This is an optimization exercise on Yosys and OpenROAD, whose aim is small area and a short achievable clock period, not a production implementation.
Where RTL was checked, it was by simulation tests only, not by an equivalence proof against the original.
No activity file was given, so power comes from the tool's default toggle rates.

==> flow/design.v (excerpt) <==
module multiply_accumulate(
  clk,
  aresetn,
  reset,
  data,
  multi,
  result,
  overflow
);
==> flow/config.mk <==
export PLATFORM = sky130hd
export DESIGN_NAME = multiply_accumulate
export DESIGN_NICKNAME = multiply_accumulate
export VERILOG_FILES = /design/flow/design.v
export SDC_FILE = /design/flow/constraint.sdc
export NUM_CORES = 4
export LEC_CHECK = 0
export CAP_MARGIN = 20
export CORE_MARGIN = 2
export CORE_UTILIZATION = 65
export CTS_BUF_LIST = sky130_fd_sc_hd__clkbuf_8
export CTS_CLUSTER_DIAMETER = 60
export CTS_CLUSTER_SIZE = 15
export SETUP_SLACK_MARGIN = 2.2
export SLEW_MARGIN = 20
export TNS_END_PERCENT = 0
==> flow/constraint.sdc <==
create_clock -name core_clock -period 4.5 [get_ports {clk}]
set_input_delay 0.9000 -clock core_clock [delete_from_list [all_inputs] [get_ports {clk}]]
set_output_delay 0.9000 -clock core_clock [all_outputs]
set_load 0.01 [all_outputs]
standard.sh (not shown) runs the stock make flow with config.mk's settings and CLKGATE_MAP_FILE= SYNTH_SCRIPT=/design/flow/synth_recipe.tcl, a recipe that flattens the netlist after the stock synthesis.
==> flow/flow/run.sh <==
#!/bin/bash
# The standard layout (standard.sh), with these changes to how it is made:
# - synthesis runs flow/synth.tcl: the standard flow's synthesis script, with ABC mapping
#   the logic for delay (flow/abc_delay.script);
# - Yosys does not map full/half adders to the library's fa/ha cells
#   (ADDER_MAP_FILE empty), so ABC maps that logic too;
# - port buffers are sky130_fd_sc_hd__buf_1, the smallest buffer.
export MY_FLOW_DIR=$PWD/flow
bash standard.sh "SYNTH_SCRIPT=$PWD/flow/synth.tcl" "ADDER_MAP_FILE=" \
  "BUFFER_PORTS_ARGS=-buffer_cell sky130_fd_sc_hd__buf_1" finish > standard.log 2>&1
==> flow/flow/abc_delay.script <==
&get -n
&st
&dch
&nf -D 1500
&put
buffer -c
topo
stime -c
upsize -c -D 1500
dnsize -c -D 1500
==> flow/flow/synth.tcl <==
# The standard flow's synthesis script (synth_recipe.tcl, which runs ORFS's synth.tcl) with
# one change: ABC maps the combinational logic with flow/abc_delay.script, a
# delay-driven script, instead of ORFS's abc_speed.script.  Registers are
# mapped before ABC runs and are not changed by it.
proc abc {args} {
  set i [lsearch -exact $args -script]
  if {$i >= 0} {
    set args [lreplace $args [expr {$i + 1}] [expr {$i + 1}] $::env(MY_FLOW_DIR)/abc_delay.script]
  }
  puts "flow/synth.tcl: abc $args"
  yosys abc {*}$args
}
source $::env(MY_FLOW_DIR)/../synth_recipe.tcl
Rerun with:
--- a/flow/config.mk
+++ b/flow/config.mk
@@ -10 +10 @@
-export CORE_UTILIZATION = 65
+export CORE_UTILIZATION = 60
@@ -14 +14 @@
-export SETUP_SLACK_MARGIN = 2.2
+export SETUP_SLACK_MARGIN = 2.5
After rerunning:
- The new run went through all stages and came out clean
- non-clock buffer count went up by 10
- routed wire length went down by 4.7%
- power went down by 1.7%
- setup slack gets better by 0.023 ns
- via count went down by 1.7%
- cell count went up by 1.2%
- cell area went down by 0.44%
- global-route usage went down by 2.4 points
Rerun with:
--- a/flow/config.mk
+++ b/flow/config.mk
@@ -10 +10 @@
-export CORE_UTILIZATION = 60
+export CORE_UTILIZATION = 70
@@ -14 +14 @@
-export SETUP_SLACK_MARGIN = 2.5
+export SETUP_SLACK_MARGIN = 2.2
Wire length increases by 13%.
Total power rises by 5.8%.
First-iteration DRC count rises by 49%.
Clock-buffer cell count stays the same.
Global-route usage rises by 5.2 points.
Via count grows by 3.3%.
Flip-flop and latch count does not change.
Core utilization goes up by 12 points.
Die area came out lower by 14%.
Setup slack loses 0.078 ns.
Rerun with:
--- a/flow/config.mk
+++ b/flow/config.mk
@@ -10 +10 @@
-export CORE_UTILIZATION = 70
+export CORE_UTILIZATION = 65
@@ -14 +14 @@
-export SETUP_SLACK_MARGIN = 2.2
+export SETUP_SLACK_MARGIN = 3.0
=> Die area climbs by a little under a tenth. Worst setup slack gets better by 0.065 ns. Utilization falls by 5.8 points. Final area fell slightly.

Another version of the RTL of multiply_accumulate (not shown whole).
Size: ~620 flip-flops, roughly 68 I/O pins, ~24000 sq um of cells after synthesis.
Design multiply_accumulate, start of the top module:
module multiply_accumulate(
  clk,
  aresetn,
  reset,
  data,
  multi,
  result,
  overflow
);
  parameter I_OPP_W = 16;
  parameter O_OPP_W = 2 * I_OPP_W;
  input clk;
  input aresetn;
  input reset;
  input [I_OPP_W - 1:0] data;
  input [I_OPP_W - 1:0] multi;
  output reg [O_OPP_W - 1:0] result;
  output reg overflow;
  wire [31:0] prod;
  multiplier_int u0(.clk(clk), .a(data), .b(multi), .p(prod));
  localparam ND = 15;
  reg [30:0] pd [0:ND-1];
  integer i;
  always @(posedge clk) begin
    pd[0] <= prod[30:0];
    for (i = 1; i < ND; i = i + 1)
      pd[i] <= pd[i-1];
  end
  wire [30:0] pq = pd[ND-1];
  wire [31:0] pfull = {pq[30] & (|pq[29:0]), pq};
  reg [4:0] cnt;
  reg vld;
  always @(posedge clk, negedge aresetn) begin
    if (aresetn == 0) begin
      cnt <= 0;
      vld <= 0;
    end else begin
      if (cnt != 5'd16)
        cnt <= cnt + 5'd1;
      if (cnt == 5'd16)
        vld <= 1'b1;
    end
  end
  wire [31:0] q = vld ? pfull : 32'd0;
  always @(posedge clk, negedge aresetn) begin
    if (aresetn == 0) begin
      result <= 0;
      overflow <= 0;
    end else if (reset == 1) begin
      result <= 0;
      overflow <= 0;
    end else begin
      result <= result + q;
      overflow <= result[O_OPP_W - 1] ^ q[31];
    end
  end
endmodule
clock: 4.5 ns
lec_check: 0
cap_margin: 20
core_margin: 2
core_utilization: 40
slew_margin: 20
run.sh (not shown) runs the stock make flow with config.mk's settings and CLKGATE_MAP_FILE= SYNTH_SCRIPT=/design/flow/synth_recipe.tcl, a recipe that flattens the netlist after the stock synthesis.
Stock flow here: none of the scripts above is used.
The starting point passed the timing, DRC and antenna checks.
Edit:
--- a/flow/config.mk
+++ b/flow/config.mk
@@ -10,2 +10,3 @@
 export CORE_UTILIZATION = 40
+export SETUP_SLACK_MARGIN = 2.0
 export SLEW_MARGIN = 20
The changed run passed the timing, DRC and antenna checks.
Power goes up by 20%.
Die area does not change.
Sequential power barely changes.
Final cell count rose by 6.9%.
Maximum frequency came out higher by 29%.
First-iteration DRC count grows by 49%.
Clock-buffer cell count rises by 1.
Setup slack improved by 0.88 ns.
No functional check of the RTL was part of any run of this note.

multiply_accumulate, a different RTL version from the one above (not shown whole).
For scale: about 1,800 cells after synthesis, roughly 630 flip-flops, ~68 I/O pins, roughly 0.022 mm² of cells after synthesis.
Settings: LEC_CHECK=0, CAP_MARGIN=20, CORE_MARGIN=2, CORE_UTILIZATION=70, CTS_BUF_LIST=sky130_fd_sc_hd__clkbuf_8, CTS_CLUSTER_DIAMETER=60, CTS_CLUSTER_SIZE=15, SETUP_SLACK_MARGIN=2.2, SLEW_MARGIN=20, TNS_END_PERCENT=0; clock period 4.5 ns.
standard.sh (not shown) runs the stock make flow with config.mk's settings and CLKGATE_MAP_FILE= SYNTH_SCRIPT=/design/flow/synth_recipe.tcl, a recipe that flattens the netlist after the stock synthesis.
==> flow/flow/run.sh <==
#!/bin/bash
export BUFFER_PORTS_ARGS="-buffer_cell sky130_fd_sc_hd__buf_1"
bash standard.sh > standard.log 2>&1
Edit:
==> flow/run.sh (new file) <==
#!/bin/bash
# synth_recipe.tcl (not shown) runs the flow's synth.tcl, then flattens the netlist and writes it again
# the make line also repeats each setting of config.mk as NAME=value (left out here)
make -C /OpenROAD-flow-scripts/flow DESIGN_CONFIG=/design/flow/config.mk WORK_HOME=/design/flow/orfs CLKGATE_MAP_FILE= SYNTH_SCRIPT=/design/flow/synth_recipe.tcl finish
- ABC_AREA: not set -> 1
- CORE_UTILIZATION: 70 -> 65
- SETUP_SLACK_MARGIN: 2.2 -> 2.0
- TNS_END_PERCENT: 0 -> not set
removed: flow/flow/run.sh
removed: flow/standard.sh
Outcome: The new run produced a clean layout. Design area came out higher by 7.4%. Combinational power fell by 5.6%. Sequential share of layout area falls by 3.9 points. Routed wire length came out higher by 24%. Synthesized cell count goes up by 22%. Worst setup slack hardly moves. Via count goes up by 15%. Global-route usage went up by 4.2 points.
Edit:
- ABC_AREA: 1 -> not set
- CTS_BUF_LIST: sky130_fd_sc_hd__clkbuf_8 -> sky130_fd_sc_hd__clkbuf_8 sky130_fd_sc_hd__clkbuf_16
- CTS_CLUSTER_DIAMETER: 60 -> 50
- CTS_CLUSTER_SIZE: 15 -> 20
=> Power increases by 19%. Final cell count goes down by 15%. Non-clock buffer count climbs by 35.
Edit:
- CTS_BUF_LIST: sky130_fd_sc_hd__clkbuf_8 sky130_fd_sc_hd__clkbuf_16 -> sky130_fd_sc_hd__clkbuf_8
- CTS_CLUSTER_DIAMETER: 50 -> 60
- CTS_CLUSTER_SIZE: 20 -> 15
- SETUP_SLACK_MARGIN: 2.0 -> 2.5
- TNS_END_PERCENT: not set -> 0
Clock power goes down by about 30%.
Utilization goes down by 6.2 points.
Cell area goes down by about 8%.
Sequential power goes down by about 0.8%.
Setup slack stays flat.
Edit:
==> flow/flow/run.sh (new file) <==
#!/bin/bash
# The standard layout (standard.sh), with these changes to how it is made:
# - synthesis runs flow/synth.tcl: the standard flow's synthesis script, with ABC mapping
#   the logic for delay (flow/abc_delay.script);
# - Yosys does not map full/half adders to the library's fa/ha cells
#   (ADDER_MAP_FILE empty), so ABC maps that logic too;
# - port buffers are sky130_fd_sc_hd__buf_1, the smallest buffer.
export MY_FLOW_DIR=$PWD/flow
bash standard.sh "SYNTH_SCRIPT=$PWD/flow/synth.tcl" "ADDER_MAP_FILE=" \
  "BUFFER_PORTS_ARGS=-buffer_cell sky130_fd_sc_hd__buf_1" finish > standard.log 2>&1
==> flow/flow/abc_delay.script (new file) <==
&get -n
&st
&dch
&nf -D 1500
&put
buffer -c
topo
stime -c
upsize -c -D 1500
dnsize -c -D 1500
==> flow/flow/synth.tcl (new file) <==
# The standard flow's synthesis script (synth_recipe.tcl, which runs ORFS's synth.tcl) with
# one change: ABC maps the combinational logic with flow/abc_delay.script, a
# delay-driven script, instead of ORFS's abc_speed.script.  Registers are
# mapped before ABC runs and are not changed by it.
proc abc {args} {
  set i [lsearch -exact $args -script]
  if {$i >= 0} {
    set args [lreplace $args [expr {$i + 1}] [expr {$i + 1}] $::env(MY_FLOW_DIR)/abc_delay.script]
  }
  puts "flow/synth.tcl: abc $args"
  yosys abc {*}$args
}
source $::env(MY_FLOW_DIR)/../synth_recipe.tcl
==> flow/standard.sh (new file) <==
#!/bin/bash
# synth_recipe.tcl (not shown) runs the flow's synth.tcl, then flattens the netlist and writes it again
# the make line also repeats each setting of config.mk as NAME=value (left out here)
make -C /OpenROAD-flow-scripts/flow DESIGN_CONFIG=/design/flow/config.mk WORK_HOME=/design/flow/orfs CLKGATE_MAP_FILE= SYNTH_SCRIPT=/design/flow/synth_recipe.tcl "${@:-finish}"
- SETUP_SLACK_MARGIN: 2.5 -> 2.2
removed: flow/run.sh
Outcome:
- The new run completed with no timing, DRC or antenna violations
- final area fell slightly
- count of clock-buffer cells in the layout fell by 2
- non-clock buffer count fell by 6
- routed wire length rose by about a fifth
- via count rose by roughly a tenth
- cell count rose by roughly a tenth
- area after synthesis rose by a few percent
- total power rose by a few percent
- sequential power rose by a few percent
- global-route usage rose by 2.6 points

==> re-timing with driven ports <==
Ports are ideal in the flow. The routed layouts listed here were re-timed in OpenROAD. Step 1: set_driving_cell puts a clkbuf_16 on clk and a buf_2 on each other input, an assumption about the parent block. Step 2 also shifts input and output timing later by t, the mid clock arrival at the registers, as if the neighbouring blocks saw the same clock. Three values: no drivers, after step 1, after step 2; two values: the first two.
run	t (ns)	slack for setup (ns)	worst register clock-pin slew, ns	cell pins on the clock port's net
the first run of note 1	0.653	2.045 / 2.045 / 2.045	0.10 / 0.10	1
the second run of note 1	0.656	2.069 / 2.069 / 2.069	0.09 / 0.09	1
the third run of note 1	0.645	1.990 / 1.990 / 1.990	0.10 / 0.10	1
the fourth run of note 1	0.645	2.055 / 2.055 / 2.055	0.10 / 0.10	1
the first run of note 2	0.673	0.647 / 0.647 / 0.647	0.06 / 0.06	1
the second run of note 2	0.671	1.524 / 1.524 / 1.524	0.07 / 0.07	1
the first run of note 3	0.647	1.819 / 1.819 / 1.819	0.10 / 0.10	1
the second run of note 3	0.684	1.818 / 1.818 / 1.685	0.10 / 0.10	1
the third run of note 3	0.639	1.849 / 1.849 / 1.669	0.08 / 0.08	1
the fourth run of note 3	0.679	1.846 / 1.833 / 1.709	0.09 / 0.09	1
the fifth run of note 3	0.695	1.913 / 1.913 / 1.913	0.10 / 0.10	1
After both steps every run listed still meets setup and hold. The setup slack of the third run of note 3, which loses most, moves by 0.000 ns with the drivers and by -0.180 ns with both steps.
